Context: an optimization exercise on an open-source flow, tuned for small area, a short achievable clock period and few clock cycles. The choices shown serve that exercise and are no tape-out recipe.
At most, simulation tests tie the RTL to the original design; equivalence was not proved.
No driver is modelled on the clock port, so clock power and skew are understated where the tree is cut down; a real chip needs a root buffer or a tree.
Power figures rest on the tool's default switching activity, not on a simulated workload.

Design LBP, start of the top module:
module LBP ( clk, reset, gray_addr, gray_req, gray_ready, gray_data, lbp_addr, lbp_valid, lbp_data, finish);
==> module LBP, before the edit <==
module LBP ( clk, reset, gray_addr, gray_req, gray_ready, gray_data, lbp_addr, lbp_valid, lbp_data, finish);
input   	clk;
input   	reset;
output  reg [13:0] 	gray_addr;
output  reg      	gray_req;
input   	    gray_ready;
input   [7:0] 	gray_data;
output  reg [13:0] 	lbp_addr;
output  reg 	lbp_valid;
output  reg [7:0] 	lbp_data;
output  reg 	finish;
localparam K = 10;
reg        run;       
reg [3:0]  idx;       
reg [3:0]  s;         
reg [3:0]  rh;        
reg [6:0]  col;       
reg        cend;      
reg        at7;       
reg        last;      
reg        v1, f1;    
reg        first;     
reg        wrapped;   
wire       step_strip = last & cend;         
wire [3:0] idx_n = !run ? 4'd0 : last ? 4'd0 : idx + 4'd1;
wire [3:0] s_p1 = s + 4'd1;
wire [3:0] s_n = step_strip ? s_p1 : s;
wire [6:0] col_n = last ? col + 7'd1 : col;
wire [3:0] rh_n = at7 ? rh + 4'd1 : (last & ~cend) ? rh - 4'd1 : rh;
always @(posedge clk or posedge reset) begin
    if (reset) run <= 1'b0;
    else run <= run | gray_ready;
end
always @(posedge clk) begin
    if (!run) begin
        idx <= 4'd0;
        s <= 4'd0;
        rh <= 4'd0;
        col <= 7'd0;
        cend <= 1'b0;
        at7 <= 1'b0;
        last <= 1'b0;
        first <= 1'b0;
        wrapped <= 1'b0;
    end else begin
        first <= last;
        wrapped <= last & cend;
        idx <= idx_n;
        s <= s_n;
        rh <= rh_n;
        col <= col_n;
        if (last) cend <= (col == 7'd126);
        at7 <= (idx == 4'd6);
        last <= (idx == 4'd8);
    end
end
wire [2:0] idx_m2 = idx[2:0] - 3'd2;
wire [6:0] lrow = first ? {(wrapped ? s : s_p1), 3'd0} : {s, idx_m2};
wire [6:0] lcol = col + {6'b111111, ~first};    
function [1:0] cmp2;
    input [7:0] a, b;
    reg [7:0] g, p;
    reg g76, p76, g54, p54, g32, p32, g10, p10, g74, p74, g30, p30, gg, pp;
    begin
        g = a & ~b;
        p = a | ~b;
        g76 = g[7] | (p[7] & g[6]);  p76 = p[7] & p[6];
        g54 = g[5] | (p[5] & g[4]);  p54 = p[5] & p[4];
        g32 = g[3] | (p[3] & g[2]);  p32 = p[3] & p[2];
        g10 = g[1] | (p[1] & g[0]);  p10 = p[1] & p[0];
        g74 = g76 | (p76 & g54);     p74 = p76 & p54;
        g30 = g32 | (p32 & g10);     p30 = p32 & p10;
        gg  = g74 | (p74 & g30);     pp  = p74 & p30;
        cmp2 = {gg | pp, ~gg};
    end
endfunction
reg [7:0]  sr [0:K+1];  
reg [2:0]  pb [0:K];    
reg        q5;          
reg        q1;          
reg        q2a, q2b;    
wire [7:0] p  = sr[0];      
wire [7:0] dl = sr[K-1];    
wire [7:0] l  = sr[K];      
wire [7:0] ul = sr[K+1];    
wire p_ge_ul, ul_ge_p, p_ge_l, l_ge_p, p_ge_dl, dl_ge_p, l_ge_ul, ul_ge_l;
assign {p_ge_ul, ul_ge_p} = cmp2(p, ul);
assign {p_ge_l,  l_ge_p}  = cmp2(p, l);
assign {p_ge_dl, dl_ge_p} = cmp2(p, dl);
assign {l_ge_ul, ul_ge_l} = cmp2(l, ul);
integer j;
always @(posedge clk) begin
    sr[0] <= gray_data;
    for (j = 1; j <= K+1; j = j + 1) sr[j] <= sr[j-1];
    pb[0] <= {dl_ge_p, l_ge_p, ul_ge_p};
    for (j = 1; j <= K; j = j + 1) pb[j] <= pb[j-1];
    q5 <= p_ge_l;
    q1 <= ul_ge_l;
    q2a <= p_ge_dl;
    q2b <= q2a;
    gray_req <= run | gray_ready;
    gray_addr <= {rh_n, idx_n[2:0], col_n};
    v1 <= run && (idx[3:1] != 3'd0) && (col[6:1] != 6'd0) && !(s == 4'd15 && idx[3]);
    f1 <= run && cend && (s == 4'd15) && (idx == 4'd7);
    lbp_valid <= v1 & run;    
    finish <= f1 & run;
    lbp_addr <= {lrow, lcol};
    lbp_data <= {p_ge_ul, l_ge_ul, pb[K][2], q5, pb[K][1], q2b, q1, pb[K][0]};
end
endmodule
clock: 3.3 ns
lec_check: 0
cap_margin: 20
core_margin: 2
core_utilization: 40
place_density: 0.6
setup_slack_margin: 2.0
slew_margin: 20
standard.sh (not shown) runs the stock make flow with config.mk's settings and CLKGATE_MAP_FILE= SYNTH_SCRIPT=/design/flow/synth_recipe.tcl, a recipe that flattens the netlist after the stock synthesis.
==> flow/flow/run.sh <==
#!/bin/bash
# Own layout flow: the standard flow (standard.sh, unchanged synthesis),
# with two hooks: flow/ports.tcl after global placement sets the port
# buffers' cells (POST_GLOBAL_PLACE_TCL), and flow/clock_tree.tcl builds a
# two-level clock tree before CTS, which TritonCTS then skips (PRE_CTS_TCL).
# standard.sh's output goes to standard.log; each ORFS step keeps its own log
# under orfs/logs.
set -euo pipefail
cd "$(dirname "$0")/.."
export POST_GLOBAL_PLACE_TCL="$(pwd)/flow/ports.tcl"
export PRE_CTS_TCL="$(pwd)/flow/clock_tree.tcl"
export MY_CLK_NLEAF=8 MY_CLK_LEAF=sky130_fd_sc_hd__clkinv_16 MY_CLK_TOP=sky130_fd_sc_hd__clkinv_8
bash standard.sh > standard.log 2>&1
Other scripts of this flow, unchanged in this note and not shown: flow/flow/clock_tree.tcl, flow/flow/ports.tcl
Testbench counts at the start, summed over its fixed seeds: cycles 163,840.
==> next run, changes <==
--- a/flow/design.v
+++ b/flow/design.v
@@ -21,20 +21,18 @@
 reg        last;      
 reg        v1, f1;    
 reg        first;     
 reg        wrapped;   
-wire       step_strip = last & cend;         
-wire [3:0] idx_n = !run ? 4'd0 : last ? 4'd0 : idx + 4'd1;
+wire       step_col = run & last;            
+wire       step_strip = step_col & cend;     
+wire [3:0] idx_n = !run ? idx : last ? 4'd0 : idx + 4'd1;
 wire [3:0] s_p1 = s + 4'd1;
 wire [3:0] s_n = step_strip ? s_p1 : s;
-wire [6:0] col_n = last ? col + 7'd1 : col;
-wire [3:0] rh_n = at7 ? rh + 4'd1 : (last & ~cend) ? rh - 4'd1 : rh;
+wire [6:0] col_n = step_col ? col + 7'd1 : col;
+wire [3:0] rh_n = (run & at7) ? rh + 4'd1 : (step_col & ~cend) ? rh - 4'd1 : rh;
 always @(posedge clk or posedge reset) begin
-    if (reset) run <= 1'b0;
-    else run <= run | gray_ready;
-end
-always @(posedge clk) begin
-    if (!run) begin
+    if (reset) begin
+        run <= 1'b0;
         idx <= 4'd0;
         s <= 4'd0;
         rh <= 4'd0;
         col <= 7'd0;
@@ -43,22 +41,23 @@
         last <= 1'b0;
         first <= 1'b0;
         wrapped <= 1'b0;
     end else begin
-        first <= last;
-        wrapped <= last & cend;
+        first <= step_col;
+        wrapped <= step_strip;
+        run <= run | gray_ready;
         idx <= idx_n;
         s <= s_n;
         rh <= rh_n;
         col <= col_n;
-        if (last) cend <= (col == 7'd126);
-        at7 <= (idx == 4'd6);
-        last <= (idx == 4'd8);
+        if (step_col) cend <= (col == 7'd126);
+        at7 <= run & (idx == 4'd6);
+        last <= run & (idx == 4'd8);
     end
 end
 wire [2:0] idx_m2 = idx[2:0] - 3'd2;
 wire [6:0] lrow = first ? {(wrapped ? s : s_p1), 3'd0} : {s, idx_m2};
-wire [6:0] lcol = col + {6'b111111, ~first};    
+wire [6:0] lcol = first ? col - 7'd2 : col - 7'd1;
 function [1:0] cmp2;
     input [7:0] a, b;
     reg [7:0] g, p;
     reg g76, p76, g54, p54, g32, p32, g10, p10, g74, p74, g30, p30, gg, pp;
The new run went through all stages and came out clean; global-route usage grows by 0.69 points; synthesized cell count shrinks by about 2.5%; routed wire length grows by about 11%; worst setup slack degrades by 0.056 ns; critical path depth grows by 2; synthesized area grows by about 2.1%; final area grows by 4.8%; via count grows by 1.3%; clock power hardly moves.
Testbench counts after the change, summed over its fixed seeds: cycles 163,840.
No run of this note takes its clock network from TritonCTS; it comes from the design's own scripts or RTL.


LBP with an RTL version that a note above also has.
For scale: ~420 cells after synthesis, ~200 flip-flops, about 50 I/O pins, about 5600 um^2 of cells after synthesis.
## LBP
module LBP ( clk, reset, gray_addr, gray_req, gray_ready, gray_data, lbp_addr, lbp_valid, lbp_data, finish);
input   	clk;
input   	reset;
output  reg [13:0] 	gray_addr;
output  reg      	gray_req;
input   	    gray_ready;
input   [7:0] 	gray_data;
output  reg [13:0] 	lbp_addr;
output  reg 	lbp_valid;
output  reg [7:0] 	lbp_data;
output  reg 	finish;
localparam K = 10;
reg        run;       
reg [3:0]  idx;       
reg [3:0]  s;         
reg [3:0]  rh;        
reg [6:0]  col;       
reg        cend;      
reg        at7;       
reg        last;      
reg        v1, f1;    
reg        first;     
reg        wrapped;   
wire       step_col = run & last;            
wire       step_strip = step_col & cend;     
wire [3:0] idx_n = !run ? idx : last ? 4'd0 : idx + 4'd1;
wire [3:0] s_p1 = s + 4'd1;
wire [3:0] s_n = step_strip ? s_p1 : s;
wire [6:0] col_n = step_col ? col + 7'd1 : col;
wire [3:0] rh_n = (run & at7) ? rh + 4'd1 : (step_col & ~cend) ? rh - 4'd1 : rh;
always @(posedge clk or posedge reset) begin
    if (reset) begin
        run <= 1'b0;
        idx <= 4'd0;
        s <= 4'd0;
        rh <= 4'd0;
        col <= 7'd0;
        cend <= 1'b0;
        at7 <= 1'b0;
        last <= 1'b0;
        first <= 1'b0;
        wrapped <= 1'b0;
    end else begin
        first <= step_col;
        wrapped <= step_strip;
  ...
==> module LBP, before the edit <==
module LBP ( clk, reset, gray_addr, gray_req, gray_ready, gray_data, lbp_addr, lbp_valid, lbp_data, finish);
input   	clk;
input   	reset;
output  reg [13:0] 	gray_addr;
output  reg      	gray_req;
input   	    gray_ready;
input   [7:0] 	gray_data;
output  reg [13:0] 	lbp_addr;
output  reg 	lbp_valid;
output  reg [7:0] 	lbp_data;
output  reg 	finish;
localparam K = 10;
reg        run;       
reg [3:0]  idx;       
reg [3:0]  s;         
reg [3:0]  rh;        
reg [6:0]  col;       
reg        cend;      
reg        at7;       
reg        last;      
reg        v1, f1;    
reg        first;     
reg        wrapped;   
wire       step_col = run & last;            
wire       step_strip = step_col & cend;     
wire [3:0] idx_n = !run ? idx : last ? 4'd0 : idx + 4'd1;
wire [3:0] s_p1 = s + 4'd1;
wire [3:0] s_n = step_strip ? s_p1 : s;
wire [6:0] col_n = step_col ? col + 7'd1 : col;
wire [3:0] rh_n = (run & at7) ? rh + 4'd1 : (step_col & ~cend) ? rh - 4'd1 : rh;
always @(posedge clk or posedge reset) begin
    if (reset) begin
        run <= 1'b0;
        idx <= 4'd0;
        s <= 4'd0;
        rh <= 4'd0;
        col <= 7'd0;
        cend <= 1'b0;
        at7 <= 1'b0;
        last <= 1'b0;
        first <= 1'b0;
        wrapped <= 1'b0;
    end else begin
        first <= step_col;
        wrapped <= step_strip;
        run <= run | gray_ready;
        idx <= idx_n;
        s <= s_n;
        rh <= rh_n;
        col <= col_n;
        if (step_col) cend <= (col == 7'd126);
        at7 <= run & (idx == 4'd6);
        last <= run & (idx == 4'd8);
    end
end
wire [2:0] idx_m2 = idx[2:0] - 3'd2;
wire [6:0] lrow = first ? {(wrapped ? s : s_p1), 3'd0} : {s, idx_m2};
wire [6:0] lcol = first ? col - 7'd2 : col - 7'd1;
function [1:0] cmp2;
    input [7:0] a, b;
    reg [7:0] g, p;
    reg g76, p76, g54, p54, g32, p32, g10, p10, g74, p74, g30, p30, gg, pp;
    begin
        g = a & ~b;
        p = a | ~b;
        g76 = g[7] | (p[7] & g[6]);  p76 = p[7] & p[6];
        g54 = g[5] | (p[5] & g[4]);  p54 = p[5] & p[4];
        g32 = g[3] | (p[3] & g[2]);  p32 = p[3] & p[2];
        g10 = g[1] | (p[1] & g[0]);  p10 = p[1] & p[0];
        g74 = g76 | (p76 & g54);     p74 = p76 & p54;
        g30 = g32 | (p32 & g10);     p30 = p32 & p10;
        gg  = g74 | (p74 & g30);     pp  = p74 & p30;
        cmp2 = {gg | pp, ~gg};
    end
endfunction
reg [7:0]  sr [0:K+1];  
reg [2:0]  pb [0:K];    
reg        q5;          
reg        q1;          
reg        q2a, q2b;    
wire [7:0] p  = sr[0];      
wire [7:0] dl = sr[K-1];    
wire [7:0] l  = sr[K];      
wire [7:0] ul = sr[K+1];    
wire p_ge_ul, ul_ge_p, p_ge_l, l_ge_p, p_ge_dl, dl_ge_p, l_ge_ul, ul_ge_l;
assign {p_ge_ul, ul_ge_p} = cmp2(p, ul);
assign {p_ge_l,  l_ge_p}  = cmp2(p, l);
assign {p_ge_dl, dl_ge_p} = cmp2(p, dl);
assign {l_ge_ul, ul_ge_l} = cmp2(l, ul);
integer j;
always @(posedge clk) begin
    sr[0] <= gray_data;
    for (j = 1; j <= K+1; j = j + 1) sr[j] <= sr[j-1];
    pb[0] <= {dl_ge_p, l_ge_p, ul_ge_p};
    for (j = 1; j <= K; j = j + 1) pb[j] <= pb[j-1];
    q5 <= p_ge_l;
    q1 <= ul_ge_l;
    q2a <= p_ge_dl;
    q2b <= q2a;
    gray_req <= run | gray_ready;
    gray_addr <= {rh_n, idx_n[2:0], col_n};
    v1 <= run && (idx[3:1] != 3'd0) && (col[6:1] != 6'd0) && !(s == 4'd15 && idx[3]);
    f1 <= run && cend && (s == 4'd15) && (idx == 4'd7);
    lbp_valid <= v1 & run;    
    finish <= f1 & run;
    lbp_addr <= {lrow, lcol};
    lbp_data <= {p_ge_ul, l_ge_ul, pb[K][2], q5, pb[K][1], q2b, q1, pb[K][0]};
end
endmodule
export LEC_CHECK = 0
export CAP_MARGIN = 20
export CORE_MARGIN = 2
export CORE_UTILIZATION = 40
export PLACE_DENSITY = 0.6
export SETUP_SLACK_MARGIN = 1.9
export SLEW_MARGIN = 20
create_clock -name core_clock -period 3.3 [get_ports {clk}]
==> flow/flow/run.sh <==
#!/bin/bash
# Own layout flow: the standard flow (standard.sh, unchanged synthesis),
# except that the clock tree is one level of clock buffers driven by the
# clock port, built by flow/clock_tree.tcl before CTS (PRE_CTS_TCL hook);
# TritonCTS is skipped. standard.sh's output goes to standard.log; each
# ORFS step keeps its own log under orfs/logs.
set -euo pipefail
cd "$(dirname "$0")/.."
export PRE_CTS_TCL="$(pwd)/flow/clock_tree.tcl"
bash standard.sh > standard.log 2>&1
Other scripts of this flow, unchanged in this note and not shown: flow/flow/clock_tree.tcl
The starting point completed without violations.
Testbench counts at the start, summed over its fixed seeds: cycles 163,840.
Next try:
--- a/flow/design.v
+++ b/flow/design.v
@@ -100,11 +100,11 @@
     q2b <= q2a;
     gray_req <= run | gray_ready;
     gray_addr <= {rh_n, idx_n[2:0], col_n};
     v1 <= run && (idx[3:1] != 3'd0) && (col[6:1] != 6'd0) && !(s == 4'd15 && idx[3]);
     f1 <= run && cend && (s == 4'd15) && (idx == 4'd7);
-    lbp_valid <= v1 & run;    
-    finish <= f1 & run;
+    lbp_valid <= v1;
+    finish <= f1;
     lbp_addr <= {lrow, lcol};
     lbp_data <= {p_ge_ul, l_ge_ul, pb[K][2], q5, pb[K][1], q2b, q1, pb[K][0]};
 end
 endmodule
After rerunning: Sequential power hardly moves; flip-flop and latch count stays the same; setup slack degrades by 9.7 ps; clock power barely changes; synthesized area shrinks by 0.61%; core utilization rises by 1.9 points; total power goes up by 2.8%; wire length came out higher by 2.9%; sequential share of layout area goes down by 0.71 points; global-route usage went up by 0.12 points; critical path depth does not change; clock skew rose by 4.6 ps.
The RTL of the second run of this note was laid out without a check of its function. No run of this note takes its clock network from TritonCTS; it comes from the design's own scripts or RTL.

[separate check: timing with driven ports]
How much do the figures lean on ideal ports? The routed layouts below were timed once more, with nothing changed but the port constraints. Step 1 sets driving cells, clkbuf_16 on the clock port and buf_2 on the other inputs (assumed; they add their load-dependent delay and slew). Step 2 also shifts input and output timing later by t, the mid clock arrival at the registers, as if the neighbouring blocks saw the same clock. a / b / c = ideal / step 1 / step 2; a / b = the first two.
run | t (ns) | slack for setup (ns) | worst hold slack (ns)
the first run of note 1 | 0.304 | 1.963 / 1.893 / 1.963 | 0.293 / 0.171 / 0.318
the second run of note 1 | 0.306 | 1.907 / 1.891 / 1.907 | 0.320 / 0.321 / 0.321
the first run of note 2 | 0.359 | 1.873 / 1.805 / 1.837 | 0.318 / 0.318 / 0.318
the second run of note 2 | 0.356 | 1.863 / 1.800 / 1.816 | 0.314 / 0.314 / 0.314
After both steps setup and hold are still met in every run listed. For the second run of note 2, which loses most, drivers alone change the setup slack by -0.063 ns; drivers and shift together by -0.047 ns.
